Background: an optimization exercise with open tools, aiming at small area, a short achievable clock period and few clock cycles per item. Do not read the settings as production practice. Where RTL was checked, it was by simulation tests only, not by an equivalence proof against the original. Power figures rest on the tool's default switching activity, not on a simulated workload.

Design top, start of the top module:
module top(
    input start, op, reset, clock,
    input [31:0] data_a, data_b,
    output busy, ready,
    output [31:0] data_o
);
Size in the first run: ~43 flip-flops, roughly 9500 sq um of cells after synthesis.
==> module top, before the edit <==
module top(
    input start, op, reset, clock,
    input [31:0] data_a, data_b,
    output busy, ready,
    output [31:0] data_o
);
reg        act;    
reg        F;      
reg [29:0] X;      
reg        Un;     
reg [7:0]  Eb;     
reg        R;      
reg        K23;    
wire        sa = data_a[31];
wire        sb = data_b[31];
wire [7:0]  ea = data_a[30:23];
wire [7:0]  eb = data_b[30:23];
wire [23:0] ma = {1'b1, data_a[22:0]};
wire [23:0] mb = {1'b1, data_b[22:0]};
wire [8:0] dab = {1'b0, ea} - {1'b0, eb};
wire [8:0] dba = {1'b0, eb} - {1'b0, ea};
wire       ge  = ~dab[8];
wire       gt  = ge & (dab[7:0] != 8'd0);
wire [7:0] d   = ge ? dab[7:0] : dba[7:0];
wire [4:0] kab = (dab[7:0] > 8'd23) ? 5'd23 : dab[4:0];
wire [4:0] kba = (dba[7:0] > 8'd23) ? 5'd23 : dba[4:0];
wire [4:0] k   = ge ? kab : kba;
wire Fn   = F | ge;
wire negS = (sa & Fn) | (sb & ~Fn);    
wire nega = sa & ~Fn;                  
wire negb = sb & Fn;                   
wire sgnZ = negS ^ op;                 
wire [23:0] nmb = -mb;
wire [23:0] M   = ge ? ma : mb;
wire        special = (data_b == 32'h00000001);
wire [4:0]  ks  = (ea > 8'd23) ? 5'd23 : ea[4:0];
wire [23:0] mar;                                             
genvar gi;
generate for (gi = 0; gi < 24; gi = gi + 1) begin : rev
    assign mar[gi] = ma[23 - gi];
end endgenerate
wire        t23 = mar[ks];                                   
wire        tnz = |(mar[23:1] & ~((23'd1 << ks) - 23'd1));   
wire        s23 = t23 ^ (sa & tnz);                          
wire        cy  = op ? (s23 & tnz)
                     : (s23 | (sa & (ea == 8'd0) & (data_a[22:0] == 23'h000001)));
wire        nm  = act & X[29];
wire [23:0] Zlo = (sgnZ ^ negb ^ nm) ? nmb : mb;
wire [2:0]  Zh0 = ~special ? {3{sgnZ}} : sa ? (op ? 3'd6 : 3'd0) : (op ? 3'd1 : 3'd7);
wire [2:0]  Zh1 = ~special ? {3{sgnZ}} : sa ? (op ? 3'd7 : 3'd1) : (op ? 3'd0 : 3'd6);
wire [2:0]  Zhi = (cy ? Zh1 : Zh0) ^ {3{nm}};
wire [59:0] Zxw = {{30{Zhi[2]}}, Zhi, Zlo, 3'b000} >> k;
wire [29:0] Zx  = Zxw[29:0];
wire [27:0] Uc = {{3{nm}}, M ^ {24{nm}}, nm} + {Zx[29:3], nm};    
wire [26:0] U  = Uc[27:1];
wire done;
always @(posedge clock or posedge reset)
begin
    if (reset) begin
        act <= 1'b0;
        F   <= 1'b0;
    end else begin
        act <= start | (act & ~done);
        if (start)
            F <= Fn;
    end
end
wire [23:0] x    = gt ? mb : ma;
wire        negx = gt ? negb : nega;
wire        xd   = x[d[4:0]];
wire        xnz  = |(x & ((24'd1 << d[4:0]) - 24'd1));
wire        r    = (d < 8'd23) & (xd ^ (negx & xnz));
wire        c    = op ^ sa ^ sb;
wire [7:0]  emin = gt ? eb : ea;
wire        wrap = K23 & ~X[29] & X[27];
wire [2:0]  wj   = X[5:3] + {2'b00, data_b[22:0] != 23'd0};
wire [28:0] V    = X[28:0];
wire        Vnz  = |X;
wire [1:0]  lz   = V[28] ? 2'd0 : V[27] ? 2'd1 : V[26] ? 2'd2 : 2'd3;
assign      done = ~X[29] & (~Vnz | (V[28:25] != 4'd0));
always @(posedge clock)
begin
    X   <= (act & ~X[29]) ? {1'b0, V[24:0], 4'b0000} : {U, Zx[2:0]};
    Un  <= act ? Un : U[26];
    Eb  <= act ? (X[29] ? Eb : Eb - 8'd4) : emin + {3'b000, k} + 8'd2;
    R   <= act ? R : r;
    K23 <= act ? K23 : (k == 5'd23);
end
wire [28:0] Vn   = V << lz;
wire [21:0] f22  = wrap ? -{19'd0, wj} : Vn[26:5];
wire [1:0]  lze  = wrap ? 2'd2 : lz;                  
wire [7:0]  eo   = (~Vnz | (wrap & (wj == 3'd0))) ? emin : Eb - {6'd0, lze};
wire        sign = wrap ? (~negS | (wj == 3'd0))
                 : negS ? (~Un & Vnz) : Un;
wire [21:0] f22m = f22 - 22'd1;
wire [22:0] fo   = (c & R) ? {f22m, 1'b1} : {f22, R};
assign data_o = {sign, eo, fo};
assign ready  = act & done;
assign busy   = act & ~done;
endmodule
Settings: LEC_CHECK=0, CAP_MARGIN=20, CORE_MARGIN=2, CORE_UTILIZATION=50, GPL_TIMING_DRIVEN=0, SETUP_SLACK_MARGIN=0.2, SLEW_MARGIN=20; clock period 8.0 ns.
standard.sh (not shown) runs the stock make flow with config.mk's settings and CLKGATE_MAP_FILE= SYNTH_SCRIPT=/design/flow/synth_recipe.tcl, a recipe that flattens the netlist after the stock synthesis.
==> flow/flow/run.sh <==
#!/bin/bash
# Layout flow: the standard flow (standard.sh), with two changes.
# 1. Synthesis is ORFS's own synthesis script, run with a copy of the ORFS
#    scripts folder whose ABC mapping script (abc_speed.script, from this
#    folder) maps for a delay target, and without the full-adder cell
#    mapping (ADDER_MAP_FILE empty). Registers are mapped as before.
# 2. The port buffers are sky130_fd_sc_hd__buf_2 instead of the default
#    delay-cell buffer. Every port still gets its own buffer.
set -euo pipefail
here=$(pwd)
rm -rf "$here/scripts_abc"
cp -r "$FLOW_HOME/scripts" "$here/scripts_abc"
cp "$here/flow/abc_speed.script" "$here/scripts_abc/abc_speed.script"
export BUFFER_PORTS_ARGS="-buffer_cell sky130_fd_sc_hd__buf_2"
bash standard.sh SCRIPTS_DIR="$here/scripts_abc" ADDER_MAP_FILE= synth > synth_make.log 2>&1
bash standard.sh > standard_make.log 2>&1
==> flow/flow/abc_speed.script <==
strash
dch -f
map -D 4000
buffer -c
topo
upsize -c -D 4000
dnsize -c -D 4000
The first run ran to the end with no violations.
Testbench counts at the start, summed over its fixed seeds: cycles 6,476, items 3,200.
==> next run, changes <==
--- a/flow/design.v
+++ b/flow/design.v
@@ -10,8 +10,10 @@
 reg        Un;     
 reg [7:0]  Eb;     
 reg        R;      
 reg        K23;    
+reg        GT;     
+reg        BNZ;    
 wire        sa = data_a[31];
 wire        sb = data_b[31];
 wire [7:0]  ea = data_a[30:23];
 wire [7:0]  eb = data_b[30:23];
@@ -20,9 +22,8 @@
 wire [8:0] dab = {1'b0, ea} - {1'b0, eb};
 wire [8:0] dba = {1'b0, eb} - {1'b0, ea};
 wire       ge  = ~dab[8];
 wire       gt  = ge & (dab[7:0] != 8'd0);
-wire [7:0] d   = ge ? dab[7:0] : dba[7:0];
 wire [4:0] kab = (dab[7:0] > 8'd23) ? 5'd23 : dab[4:0];
 wire [4:0] kba = (dba[7:0] > 8'd23) ? 5'd23 : dba[4:0];
 wire [4:0] k   = ge ? kab : kba;
 wire Fn   = F | ge;
@@ -66,33 +67,37 @@
     end
 end
 wire [23:0] x    = gt ? mb : ma;
 wire        negx = gt ? negb : nega;
-wire        xd   = x[d[4:0]];
-wire        xnz  = |(x & ((24'd1 << d[4:0]) - 24'd1));
-wire        r    = (d < 8'd23) & (xd ^ (negx & xnz));
+wire        xd   = x[k];                                   
+wire        xnz  = |(x & ((24'd1 << k) - 24'd1));
+wire        r    = (k != 5'd23) & (xd ^ (negx & xnz));
 wire        c    = op ^ sa ^ sb;
-wire [7:0]  emin = gt ? eb : ea;
+wire [7:0]  emin = GT ? eb : ea;
+wire        negR = F ? sa : sb;      
 wire        wrap = K23 & ~X[29] & X[27];
-wire [2:0]  wj   = X[5:3] + {2'b00, data_b[22:0] != 23'd0};
+wire [2:0]  wj   = X[5:3] + {2'b00, BNZ};
+wire        Uneg = Un | X[29];
 wire [28:0] V    = X[28:0];
 wire        Vnz  = |X;
 wire [1:0]  lz   = V[28] ? 2'd0 : V[27] ? 2'd1 : V[26] ? 2'd2 : 2'd3;
 assign      done = ~X[29] & (~Vnz | (V[28:25] != 4'd0));
 always @(posedge clock)
 begin
     X   <= (act & ~X[29]) ? {1'b0, V[24:0], 4'b0000} : {U, Zx[2:0]};
-    Un  <= act ? Un : U[26];
-    Eb  <= act ? (X[29] ? Eb : Eb - 8'd4) : emin + {3'b000, k} + 8'd2;
-    R   <= act ? R : r;
-    K23 <= act ? K23 : (k == 5'd23);
+    Un  <= act & (Un | X[29]);
+    Eb  <= act ? (X[29] ? Eb : Eb - 8'd4) : (gt ? eb : ea) + {3'b000, k} + 8'd2;
+    R   <= r;
+    K23 <= (k == 5'd23);
+    GT  <= gt;
+    BNZ <= (data_b[22:0] != 23'd0);
 end
 wire [28:0] Vn   = V << lz;
 wire [21:0] f22  = wrap ? -{19'd0, wj} : Vn[26:5];
 wire [1:0]  lze  = wrap ? 2'd2 : lz;                  
 wire [7:0]  eo   = (~Vnz | (wrap & (wj == 3'd0))) ? emin : Eb - {6'd0, lze};
-wire        sign = wrap ? (~negS | (wj == 3'd0))
-                 : negS ? (~Un & Vnz) : Un;
+wire        sign = wrap ? (~negR | (wj == 3'd0))
+                 : negR ? (~Uneg & Vnz) : Uneg;
 wire [21:0] f22m = f22 - 22'd1;
 wire [22:0] fo   = (c & R) ? {f22m, 1'b1} : {f22, R};
 assign data_o = {sign, eo, fo};
 assign ready  = act & done;
Outcome: The new run ran to the end with no violations; cell area increases by about 1.5%; hold slack loses 0.042 ns; die area increases by about 1.3%; power increases by 3.5%; fmax is about the same; clock skew decreases by 0.0078 ns; wire length decreases by about 1.3%; flip-flop and latch count increases by 2; non-clock buffer count increases by 10; worst setup slack loses 0.0069 ns; area after synthesis increases by about 1.3%; global-route usage decreases by 0.79 points.
For the second run of this note, only the layout was checked, not whether the RTL still works.

========
Setup of main:
top, a different RTL version from the one above (not shown whole).
Size: ~1600 cells after synthesis, about 43 flip-flops, ~11000 um2 of cells after synthesis.
==> module top, before the edit <==
module top(
    input start, op, reset, clock,
    input [31:0] data_a, data_b,
    output busy, ready,
    output [31:0] data_o
);
reg        act;    
reg        F;      
reg [29:0] X;      
reg        Un;     
reg [7:0]  Eb;     
reg        R;      
reg        K23;    
wire        sa = data_a[31];
wire        sb = data_b[31];
wire [7:0]  ea = data_a[30:23];
wire [7:0]  eb = data_b[30:23];
wire [23:0] ma = {1'b1, data_a[22:0]};
wire [23:0] mb = {1'b1, data_b[22:0]};
wire [8:0] dab = {1'b0, ea} - {1'b0, eb};
wire [8:0] dba = {1'b0, eb} - {1'b0, ea};
wire       ge  = ~dab[8];
wire       gt  = ge & (dab[7:0] != 8'd0);
wire [7:0] d   = ge ? dab[7:0] : dba[7:0];
wire [4:0] kab = (dab[7:0] > 8'd23) ? 5'd23 : dab[4:0];
wire [4:0] kba = (dba[7:0] > 8'd23) ? 5'd23 : dba[4:0];
wire [4:0] k   = ge ? kab : kba;
wire Fn   = F | ge;
wire negS = (sa & Fn) | (sb & ~Fn);    
wire nega = sa & ~Fn;                  
wire negb = sb & Fn;                   
wire sgnZ = negS ^ op;                 
wire [23:0] nmb = -mb;
wire [23:0] M   = ge ? ma : mb;
wire        special = (data_b == 32'h00000001);
wire [4:0]  ks  = (ea > 8'd23) ? 5'd23 : ea[4:0];
wire [23:0] mar;                                             
genvar gi;
generate for (gi = 0; gi < 24; gi = gi + 1) begin : rev
    assign mar[gi] = ma[23 - gi];
end endgenerate
wire        t23 = mar[ks];                                   
wire        tnz = |(mar[23:1] & ~((23'd1 << ks) - 23'd1));   
wire        s23 = t23 ^ (sa & tnz);                          
wire        cy  = op ? (s23 & tnz)
                     : (s23 | (sa & (ea == 8'd0) & (data_a[22:0] == 23'h000001)));
wire [23:0] Zlo = (sgnZ ^ negb) ? nmb : mb;
wire [2:0]  Zh0 = ~special ? {3{sgnZ}} : sa ? (op ? 3'd6 : 3'd0) : (op ? 3'd1 : 3'd7);
wire [2:0]  Zh1 = ~special ? {3{sgnZ}} : sa ? (op ? 3'd7 : 3'd1) : (op ? 3'd0 : 3'd6);
wire [2:0]  Zhi = cy ? Zh1 : Zh0;
wire [59:0] Zxw = {{30{Zhi[2]}}, Zhi, Zlo, 3'b000} >> k;
wire [29:0] Zx  = Zxw[29:0];
wire [26:0] U = {3'b000, M} + Zx[29:3];
wire done;
always @(posedge clock or posedge reset)
begin
    if (reset) begin
        act <= 1'b0;
        F   <= 1'b0;
    end else begin
        act <= start | (act & ~done);
        if (start)
            F <= Fn;
    end
end
wire [23:0] x    = gt ? mb : ma;
wire        negx = gt ? negb : nega;
wire        xd   = x[d[4:0]];
wire        xnz  = |(x & ((24'd1 << d[4:0]) - 24'd1));
wire        r    = (d < 8'd23) & (xd ^ (negx & xnz));
wire        c    = op ^ sa ^ sb;
wire [7:0]  emin = gt ? eb : ea;
wire        wrap = K23 & ~X[29] & X[27];
wire [2:0]  wj   = X[5:3] + {2'b00, data_b[22:0] != 23'd0};
wire [28:0] V    = X[29] ? -X[28:0] : X[28:0];
wire        Vnz  = |X;
wire [1:0]  lz   = V[28] ? 2'd0 : V[27] ? 2'd1 : V[26] ? 2'd2 : 2'd3;
assign      done = ~Vnz | (V[28:25] != 4'd0);
always @(posedge clock)
begin
    X   <= act ? {1'b0, V[24:0], 4'b0000} : {U, Zx[2:0]};
    Un  <= act ? Un : U[26];
    Eb  <= act ? Eb - 8'd4 : emin + {3'b000, k} + 8'd2;
    R   <= act ? R : r;
    K23 <= act ? K23 : (k == 5'd23);
end
wire [28:0] Vn   = V << lz;
wire [21:0] f22  = wrap ? -{19'd0, wj} : Vn[26:5];
wire [1:0]  lze  = wrap ? 2'd2 : lz;                  
wire [7:0]  eo   = (~Vnz | (wrap & (wj == 3'd0))) ? emin : Eb - {6'd0, lze};
wire        sign = wrap ? (~negS | (wj == 3'd0))
                 : negS ? (~Un & Vnz) : Un;
wire [21:0] f22m = f22 - 22'd1;
wire [22:0] fo   = (c & R) ? {f22m, 1'b1} : {f22, R};
assign data_o = {sign, eo, fo};
assign ready  = act & done;
assign busy   = act & ~done;
endmodule
Settings: LEC_CHECK=0, CAP_MARGIN=20, CORE_MARGIN=2, CORE_UTILIZATION=50, GPL_TIMING_DRIVEN=0, SETUP_SLACK_MARGIN=0.2, SLEW_MARGIN=20; clock period 8.0 ns.
==> flow/flow/run.sh <==
#!/bin/bash
# The standard layout (the standard.sh, standard synthesis unchanged),
# with the port buffers made from sky130_fd_sc_hd__buf_2 instead of the
# default delay-cell buffer. Every port still gets its own buffer.
set -euo pipefail
export BUFFER_PORTS_ARGS="-buffer_cell sky130_fd_sc_hd__buf_2"
bash standard.sh > standard_make.log 2>&1
Testbench counts of main, summed over its fixed seeds: cycles 6,449, items 3,200.
For the feature branch, these inputs were changed with respect to main:
==> flow/design.v <==
module top(
    input start, op, reset, clock,
    input [31:0] data_a, data_b,
    output busy, ready,
    output [31:0] data_o
);
reg        act;    
reg        F;      
reg [29:0] X;      
reg        Un;     
reg [7:0]  Eb;     
reg        R;      
reg        K23;    
wire        sa = data_a[31];
wire        sb = data_b[31];
wire [7:0]  ea = data_a[30:23];
wire [7:0]  eb = data_b[30:23];
wire [23:0] ma = {1'b1, data_a[22:0]};
wire [23:0] mb = {1'b1, data_b[22:0]};
wire [8:0] dab = {1'b0, ea} - {1'b0, eb};
wire [8:0] dba = {1'b0, eb} - {1'b0, ea};
wire       ge  = ~dab[8];
wire       gt  = ge & (dab[7:0] != 8'd0);
wire [7:0] d   = ge ? dab[7:0] : dba[7:0];
wire [4:0] kab = (dab[7:0] > 8'd23) ? 5'd23 : dab[4:0];
wire [4:0] kba = (dba[7:0] > 8'd23) ? 5'd23 : dba[4:0];
wire [4:0] k   = ge ? kab : kba;
wire Fn   = F | ge;
wire negS = (sa & Fn) | (sb & ~Fn);    
wire nega = sa & ~Fn;                  
wire negb = sb & Fn;                   
wire sgnZ = negS ^ op;                 
wire [23:0] nmb = -mb;
wire [23:0] M   = ge ? ma : mb;
wire        special = (data_b == 32'h00000001);
wire [4:0]  ks  = (ea > 8'd23) ? 5'd23 : ea[4:0];
wire [23:0] mar;                                             
genvar gi;
generate for (gi = 0; gi < 24; gi = gi + 1) begin : rev
    assign mar[gi] = ma[23 - gi];
end endgenerate
wire        t23 = mar[ks];                                   
wire        tnz = |(mar[23:1] & ~((23'd1 << ks) - 23'd1));   
wire        s23 = t23 ^ (sa & tnz);                          
wire        cy  = op ? (s23 & tnz)
                     : (s23 | (sa & (ea == 8'd0) & (data_a[22:0] == 23'h000001)));
wire        nm  = act & X[29];
wire [23:0] Zlo = (sgnZ ^ negb ^ nm) ? nmb : mb;
wire [2:0]  Zh0 = ~special ? {3{sgnZ}} : sa ? (op ? 3'd6 : 3'd0) : (op ? 3'd1 : 3'd7);
wire [2:0]  Zh1 = ~special ? {3{sgnZ}} : sa ? (op ? 3'd7 : 3'd1) : (op ? 3'd0 : 3'd6);
wire [2:0]  Zhi = (cy ? Zh1 : Zh0) ^ {3{nm}};
wire [59:0] Zxw = {{30{Zhi[2]}}, Zhi, Zlo, 3'b000} >> k;
wire [29:0] Zx  = Zxw[29:0];
wire [27:0] Uc = {{3{nm}}, M ^ {24{nm}}, nm} + {Zx[29:3], nm};    
wire [26:0] U  = Uc[27:1];
wire done;
always @(posedge clock or posedge reset)
begin
    if (reset) begin
        act <= 1'b0;
        F   <= 1'b0;
    end else begin
        act <= start | (act & ~done);
        if (start)
            F <= Fn;
    end
end
wire [23:0] x    = gt ? mb : ma;
wire        negx = gt ? negb : nega;
wire        xd   = x[d[4:0]];
wire        xnz  = |(x & ((24'd1 << d[4:0]) - 24'd1));
wire        r    = (d < 8'd23) & (xd ^ (negx & xnz));
wire        c    = op ^ sa ^ sb;
wire [7:0]  emin = gt ? eb : ea;
wire        wrap = K23 & ~X[29] & X[27];
wire [2:0]  wj   = X[5:3] + {2'b00, data_b[22:0] != 23'd0};
wire [28:0] V    = X[28:0];
wire        Vnz  = |X;
wire [1:0]  lz   = V[28] ? 2'd0 : V[27] ? 2'd1 : V[26] ? 2'd2 : 2'd3;
assign      done = ~X[29] & (~Vnz | (V[28:25] != 4'd0));
always @(posedge clock)
begin
    X   <= (act & ~X[29]) ? {1'b0, V[24:0], 4'b0000} : {U, Zx[2:0]};
    Un  <= act ? Un : U[26];
    Eb  <= act ? (X[29] ? Eb : Eb - 8'd4) : emin + {3'b000, k} + 8'd2;
    R   <= act ? R : r;
    K23 <= act ? K23 : (k == 5'd23);
end
wire [28:0] Vn   = V << lz;
wire [21:0] f22  = wrap ? -{19'd0, wj} : Vn[26:5];
wire [1:0]  lze  = wrap ? 2'd2 : lz;                  
wire [7:0]  eo   = (~Vnz | (wrap & (wj == 3'd0))) ? emin : Eb - {6'd0, lze};
wire        sign = wrap ? (~negS | (wj == 3'd0))
                 : negS ? (~Un & Vnz) : Un;
wire [21:0] f22m = f22 - 22'd1;
wire [22:0] fo   = (c & R) ? {f22m, 1'b1} : {f22, R};
assign data_o = {sign, eo, fo};
assign ready  = act & done;
assign busy   = act & ~done;
endmodule
Results
As far as clock-pin slew reported for the worst setup and hold paths after clock tree synthesis is concerned, the feature branch and main perform about the same. The higher hold slack of main and the feature branch is in main. In the metrics for main and the feature branch, the one carrying the lower met3 demand-to-capacity share in global routing is the feature branch. On the feature branch: synthesized cell count is 7.7% lower than what main gave. Comparing main and the feature branch, total routed wirelength is higher on main. Number of maximum-capacitance constraint violations of main is on par with the feature branch. Going from main to the feature branch, number of nets in the finished design now sits lower; remaining max-slew budget at the tightest pin climbed 10 points. Leakage power of the design: the feature branch vs main down 0.39 nW. Non-clock buffer count (higher): main. Looking at area added between synthesis and finish, the feature branch sits 0.27 points below main. A beginning of the critical path of data_a[27] is what main shows, while data_a[29] belongs to the feature branch. Est. power | the feature branch vs main | the feature branch higher. Compared with main, the feature branch shows initial standard-cell utilization of the core higher by 0.46 points.
Testbench counts of the feature branch, summed over its fixed seeds: cycles 6,476, items 3,200.

==> afterwards: timing with drivers on the ports <==
In the flow no input, the clock included, has a driving cell. The finished layouts below were timed again as built, in two steps.
Step 1 sets driving cells, clkbuf_16 on the clock port and buf_2 on the other inputs (assumed; they add their load-dependent delay and slew).
Step 2 adds t to the input delays and takes it off the output delays; t is the mean of the earliest and latest rising clock arrival at the registers after step 1. Input paths then give back, and output paths get back, about the clock's delay inside the block.
Slacks: ideal / step 1 / step 2; pairs: ideal / step 1.
run	t, ns	slack for setup (ns)	pins driven straight from the clock port
the first run of note 1	0.331	0.583 / 0.554 / 0.388	1
the second run of note 1	0.322	0.576 / 0.555 / 0.493	1
main	0.336	0.299 / 0.306 / -0.029	1
the feature branch	0.324	0.295 / 0.284 / -0.040	1
Met with ideal ports but missed after step 2: setup timing in main and the feature branch. For the feature branch, which loses most, drivers alone change the setup slack by -0.011 ns; drivers and shift together by -0.335 ns.
